What follows belongs to an exercise in optimizing a design on an open flow for small area; a production flow would make more cautious choices. Only simulation tests tie the RTL to the original design; equivalence was not proved. No activity file was given, so power comes from the tool's default toggle rates.

rev 12:
==> module b14, before the edit <==
module b14 (clock, reset, addr, datai, datao, rd, wr);
input         clock;
input         reset;
output [31:0] addr;
input  [31:0] datai;
output [31:0] datao;
output        rd;
output        wr;
reg  [31:0] datao;
reg         rd;
reg         wr;
reg  [31:0] reg0, reg1, reg2, reg3;    
reg  [3:0]  vld;
reg         swp;                       
reg         B;
reg  [1:0]  d;
reg         state;                     
reg  [11:0] irf;                       
reg  [19:0] ea;                        
reg  [19:0] addr_lo;
reg         addr_hi;                   
assign addr = {{12{addr_hi}}, addr_lo};
wire fetch = ~state;
wire exec  = state;
wire        neg = datai[31];
wire [31:0] lo_nz;                     
assign lo_nz[0] = 1'b0;
genvar gi;
generate for (gi = 0; gi < 31; gi = gi + 1) begin : g_nz
  assign lo_nz[gi+1] = lo_nz[gi] | datai[gi];
end endgenerate
wire [11:0] absf;
generate for (gi = 19; gi < 31; gi = gi + 1) begin : g_abs
  assign absf[gi-19] = datai[gi] ^ (neg & lo_nz[gi]);
end endgenerate
wire [1:0]  mf_f = absf[9:8];          
wire [2:0]  xs   = {mf_f[1] & mf_f[0] & swp, mf_f[1] & mf_f[0] & ~swp, mf_f[1] & ~mf_f[0]}
                 & vld[3:1];
wire [19:0] xoff = ({20{xs[0]}} & reg1[19:0]) | ({20{xs[1]}} & reg2[19:0])
                 | ({20{xs[2]}} & reg3[19:0]);
wire [19:0] ea_n;
wire        ea_co;
rca #(20) u_ea (.a(datai[19:0] ^ {20{neg}}), .b(xoff), .ci(neg), .s(ea_n), .co(ea_co));
wire [1:0]  s    = irf[11:10];
wire [1:0]  mf   = irf[9:8];
wire [2:0]  df   = irf[7:5];
wire        cf   = irf[4];
wire [3:0]  ff   = irf[3:0];
wire [1:0]  rsel = s | {2{fetch}};
wire [1:0]  psel = {rsel[1], rsel[0] ^ (rsel[1] & swp)};
wire [3:0]  rs   = {psel == 2'd3, psel == 2'd2, psel == 2'd1, psel == 2'd0} & vld;
wire [31:0] r    = ({32{rs[0]}} & reg0) | ({32{rs[1]}} & reg1)
                 | ({32{rs[2]}} & reg2) | ({32{rs[3]}} & reg3);
wire [31:0] m = (mf == 2'd0) ? {12'd0, ea} : datai;
wire alu_w   = ~cf & (df != 3'd7);            
wire st      = ~cf & (df == 3'd7);            
wire ff12    = (ff == 4'd12);
wire alu     = exec & alu_w;
wire cmpop   = exec & cf;
wire f_neg   = alu & (ff == 4'd0);
wire f_mov   = alu & (ff[3:2] == 2'b00) & (ff[1:0] != 2'b00);    
wire f_arith = alu & ((ff[3:2] == 2'b01) | (ff[3:2] == 2'b10));  
wire f_sub   = ff[3] ? ff[0] : ff[1];
wire f_shr   = alu & ff12 & ~mf[1];
wire f_shl   = alu & ff12 & mf[1];
wire adj     = cmpop & (ff[2:1] == 2'b11);    
wire        sx29   = r[31] & (|r[28:0]);     
wire [31:0] r29    = {{3{sx29}}, r[28:0]};    
wire [31:0] radj   = {r[31], r[30] & ~(adj & ~r[31]), r[29:0]};
wire        sel_r  = exec & ~(f_neg | f_mov | f_shr | f_shl);
wire [31:0] a = ({32{sel_r}} & radj)
              | ({32{fetch}} & r29)
              | ({32{f_shr}} & {r[31], r[31:1]})
              | ({32{f_shl}} & {r29[30:0], 1'b0});
wire        use_m  = exec & ~(f_shr | f_shl);
wire        inv_b  = cmpop | f_neg | (f_arith & f_sub);
wire [31:0] b      = (({32{use_m}} & m) ^ {32{inv_b}}) | {28'd0, fetch, 3'd0};
wire        cin    = inv_b | (f_shr & r[31] & r[0]);
wire [31:0] sum;
wire        c32;
add_ci #(32, 14) u_add (.a(a), .b(b), .ci(cin), .s(sum), .co(c32));
wire lt  = a[31] ^ b[31] ^ c32;
wire eq  = (sum == 32'd0);
wire cmp = (ff[2:1] == 2'b01) ? eq : (ff[2:1] == 2'b10) ? (lt | eq) : lt;
wire b_cmp = (cmp ^ ff[0]) | (ff[3] & B);
wire        sx30  = sum[31] & (|sum[29:0]);
wire        sx29t = sum[31] & (|sum[28:0]);
wire        t29   = f_shr & mf[0] & B;        
wire [31:0] w;
assign w[28:0]  = sum[28:0];
assign w[29]    = t29 ? sx29t : sum[29];
assign w[31:30] = t29 ? {2{sx29t}} : f_arith ? {2{sx30}} : sum[31:30];
reg [1:0] dn;
always @* begin
  dn = d;
  if (alu) begin
    case (df)
      3'd4: if (B)  dn = 2'd3;
      3'd5: if (~B) dn = 2'd3;
      3'd6: ;
      default: dn = df[1:0];
    endcase
  end
end
wire wr_d = alu & ~(ff == 4'd1) & ~(ff[3:2] == 2'b11 & ff[1:0] != 2'b00);
wire mv23 = alu & (ff == 4'd1);
wire [1:0] ldst = fetch ? 2'd3 : mv23 ? 2'd2 : dn;
wire [1:0] pdst = {ldst[1], ldst[0] ^ (ldst[1] & swp)};
wire       wany = wr_d | mv23 | fetch;
wire we0 = wany & (pdst == 2'd0);
wire we1 = wany & (pdst == 2'd1);
wire we2 = wany & (pdst == 2'd2);
wire we3 = wany & (pdst == 2'd3);
wire memop = cf | (alu_w & ~(ff[3:2] == 2'b11));
wire ld    = memop & (mf != 2'd0);
always @(posedge clock) begin
  if (we0) reg0 <= w;
  if (we1) reg1 <= w;
  if (we2) reg2 <= w;
  if (we3) reg3 <= w;
  irf <= absf;
  ea  <= ea_n;
end
always @(posedge clock) begin
  if (reset) begin
    vld <= 4'd0;
    swp <= 1'b0;
    B <= 1'b0; d <= 2'd0; state <= 1'b0;
    addr_lo <= 20'd0; addr_hi <= 1'b0;
    rd <= 1'b0; wr <= 1'b0;
    datao <= 32'd0;
  end else begin
    state <= ~state;
    d <= dn;
    if (we0) vld[0] <= 1'b1;
    if (we1) vld[1] <= 1'b1;
    if (we2) vld[2] <= 1'b1;
    if (we3) vld[3] <= 1'b1;
    if (mv23) swp <= ~swp;
    if (cmpop) B <= b_cmp;
    else if (f_shl & mf[0]) B <= 1'b0;
    if (fetch) begin
      addr_lo <= r[19:0];
      addr_hi <= r[31] & (|r[19:0]);
    end else if (ld | st) begin
      addr_lo <= ea;
      addr_hi <= 1'b0;
    end
    if (exec & st) datao <= r;
    rd <= fetch | (exec & ld);
    wr <= exec & st;
  end
end
endmodule
export LEC_CHECK = 0
export CAP_MARGIN = 20
export CORE_MARGIN = 2
export CORE_UTILIZATION = 40
export SLEW_MARGIN = 20
create_clock -name core_clock -period 11.0 [get_ports {clock}]
standard.sh (not shown) runs the stock make flow with config.mk's settings and CLKGATE_MAP_FILE= SYNTH_SCRIPT=/design/flow/synth_recipe.tcl, a recipe that flattens the netlist after the stock synthesis.
==> flow/flow/run.sh <==
#!/bin/bash
# The standard layout (standard.sh), with two changes to what it inserts:
#  - port buffers are buf_1 instead of the default delay cells;
#  - a smaller clock tree: clkbuf_4 only, sinks clustered 10 at a time, no dummy loads.
set -euo pipefail
bash standard.sh \
  BUFFER_PORTS_ARGS="-buffer_cell sky130_fd_sc_hd__buf_1" \
  CTS_ARGS="-sink_clustering_enable -repair_clock_nets -buf_list sky130_fd_sc_hd__clkbuf_4 -sink_clustering_size 10 -sink_clustering_max_diameter 50 -dont_use_dummy_load" \
  finish > flow_make.log 2>&1
Rev 12 finished every stage and its layout cleared the timing, design-rule and antenna checks.
Changes in rev 13 relative to rev 12:
--- a/flow/design.v
+++ b/flow/design.v
@@ -46,11 +46,11 @@
 wire [2:0]  df   = irf[7:5];
 wire        cf   = irf[4];
 wire [3:0]  ff   = irf[3:0];
 wire [1:0]  rsel = s | {2{fetch}};
 wire [1:0]  psel = {rsel[1], rsel[0] ^ (rsel[1] & swp)};
-wire [3:0]  rs   = {psel == 2'd3, psel == 2'd2, psel == 2'd1, psel == 2'd0} & vld;
+wire [3:0]  rs   = {psel == 2'd3, psel == 2'd2, psel == 2'd1, psel == 2'd0} & vld & {4{~reset}};
 wire [31:0] r    = ({32{rs[0]}} & reg0) | ({32{rs[1]}} & reg1)
                  | ({32{rs[2]}} & reg2) | ({32{rs[3]}} & reg3);
 wire [31:0] m = (mf == 2'd0) ? {12'd0, ea} : datai;
 wire alu_w   = ~cf & (df != 3'd7);            
 wire st      = ~cf & (df == 3'd7);            
@@ -76,11 +76,11 @@
 wire        inv_b  = cmpop | f_neg | (f_arith & f_sub);
 wire [31:0] b      = (({32{use_m}} & m) ^ {32{inv_b}}) | {28'd0, fetch, 3'd0};
 wire        cin    = inv_b | (f_shr & r[31] & r[0]);
 wire [31:0] sum;
 wire        c32;
-add_ci #(32, 14) u_add (.a(a), .b(b), .ci(cin), .s(sum), .co(c32));
+add_ci #(32, 12) u_add (.a(a), .b(b), .ci(cin), .s(sum), .co(c32));
 wire lt  = a[31] ^ b[31] ^ c32;
 wire eq  = (sum == 32'd0);
 wire cmp = (ff[2:1] == 2'b01) ? eq : (ff[2:1] == 2'b10) ? (lt | eq) : lt;
 wire b_cmp = (cmp ^ ff[0]) | (ff[3] & B);
 wire        sx30  = sum[31] & (|sum[29:0]);
@@ -118,19 +118,19 @@
   if (we1) reg1 <= w;
   if (we2) reg2 <= w;
   if (we3) reg3 <= w;
   irf <= absf;
   ea  <= ea_n;
+  if (reset | (exec & st)) datao <= r;
 end
 always @(posedge clock) begin
   if (reset) begin
     vld <= 4'd0;
     swp <= 1'b0;
     B <= 1'b0; d <= 2'd0; state <= 1'b0;
     addr_lo <= 20'd0; addr_hi <= 1'b0;
     rd <= 1'b0; wr <= 1'b0;
-    datao <= 32'd0;
   end else begin
     state <= ~state;
     d <= dn;
     if (we0) vld[0] <= 1'b1;
     if (we1) vld[1] <= 1'b1;
@@ -144,11 +144,10 @@
       addr_hi <= r[31] & (|r[19:0]);
     end else if (ld | st) begin
       addr_lo <= ea;
       addr_hi <= 1'b0;
     end
-    if (exec & st) datao <= r;
     rd <= fetch | (exec & ld);
     wr <= exec & st;
   end
 end
 endmodule
Findings:
The final reports for rev 13 and rev 12 show sequential cell area share lower in the former. Going from rev 12 to rev 13, the number of buffer and inverter stages on the critical path was found to have gone up by 3. Taking rev 12 as 1.0, rev 13 lands at 1.07 on number of buffers created by CTS. | total power consumption of the routed design | rev 13 vs rev 12 | better |. Sequential cell count came out exactly the same in rev 13 and rev 12. Comparing switching share of power for rev 13 and rev 12, the bigger number came from rev 12. Status rev 13: flow complete, layout not clean - negative setup slack.

## afterwards: timing with drivers on the ports
In the flow no input, the clock included, has a driving cell. The finished layouts below were timed again as built, in two steps.
Step 1 assumes that a clkbuf_16 drives the clock port and a buf_2 every other input.
Step 2 times the ports against the registers' clock, not the clock port: input delays grow and output delays shrink by t, the midpoint of the rising clock arrivals with the driver on.
a / b / c = no drivers / after step 1 / after step 2; a / b = the first two.
run | t (ns) | setup slack, ns | cell pins on the clock port's net
rev 12 | 0.710 | 0.224 / 0.229 / -0.481 | 1
rev 13 | 0.709 | -0.572 / -0.581 / -1.290 | 1
Met with ideal ports but missed after step 2: setup timing in rev 12. For rev 13, which loses most, drivers alone change the setup slack by -0.009 ns; drivers and shift together by -0.718 ns.
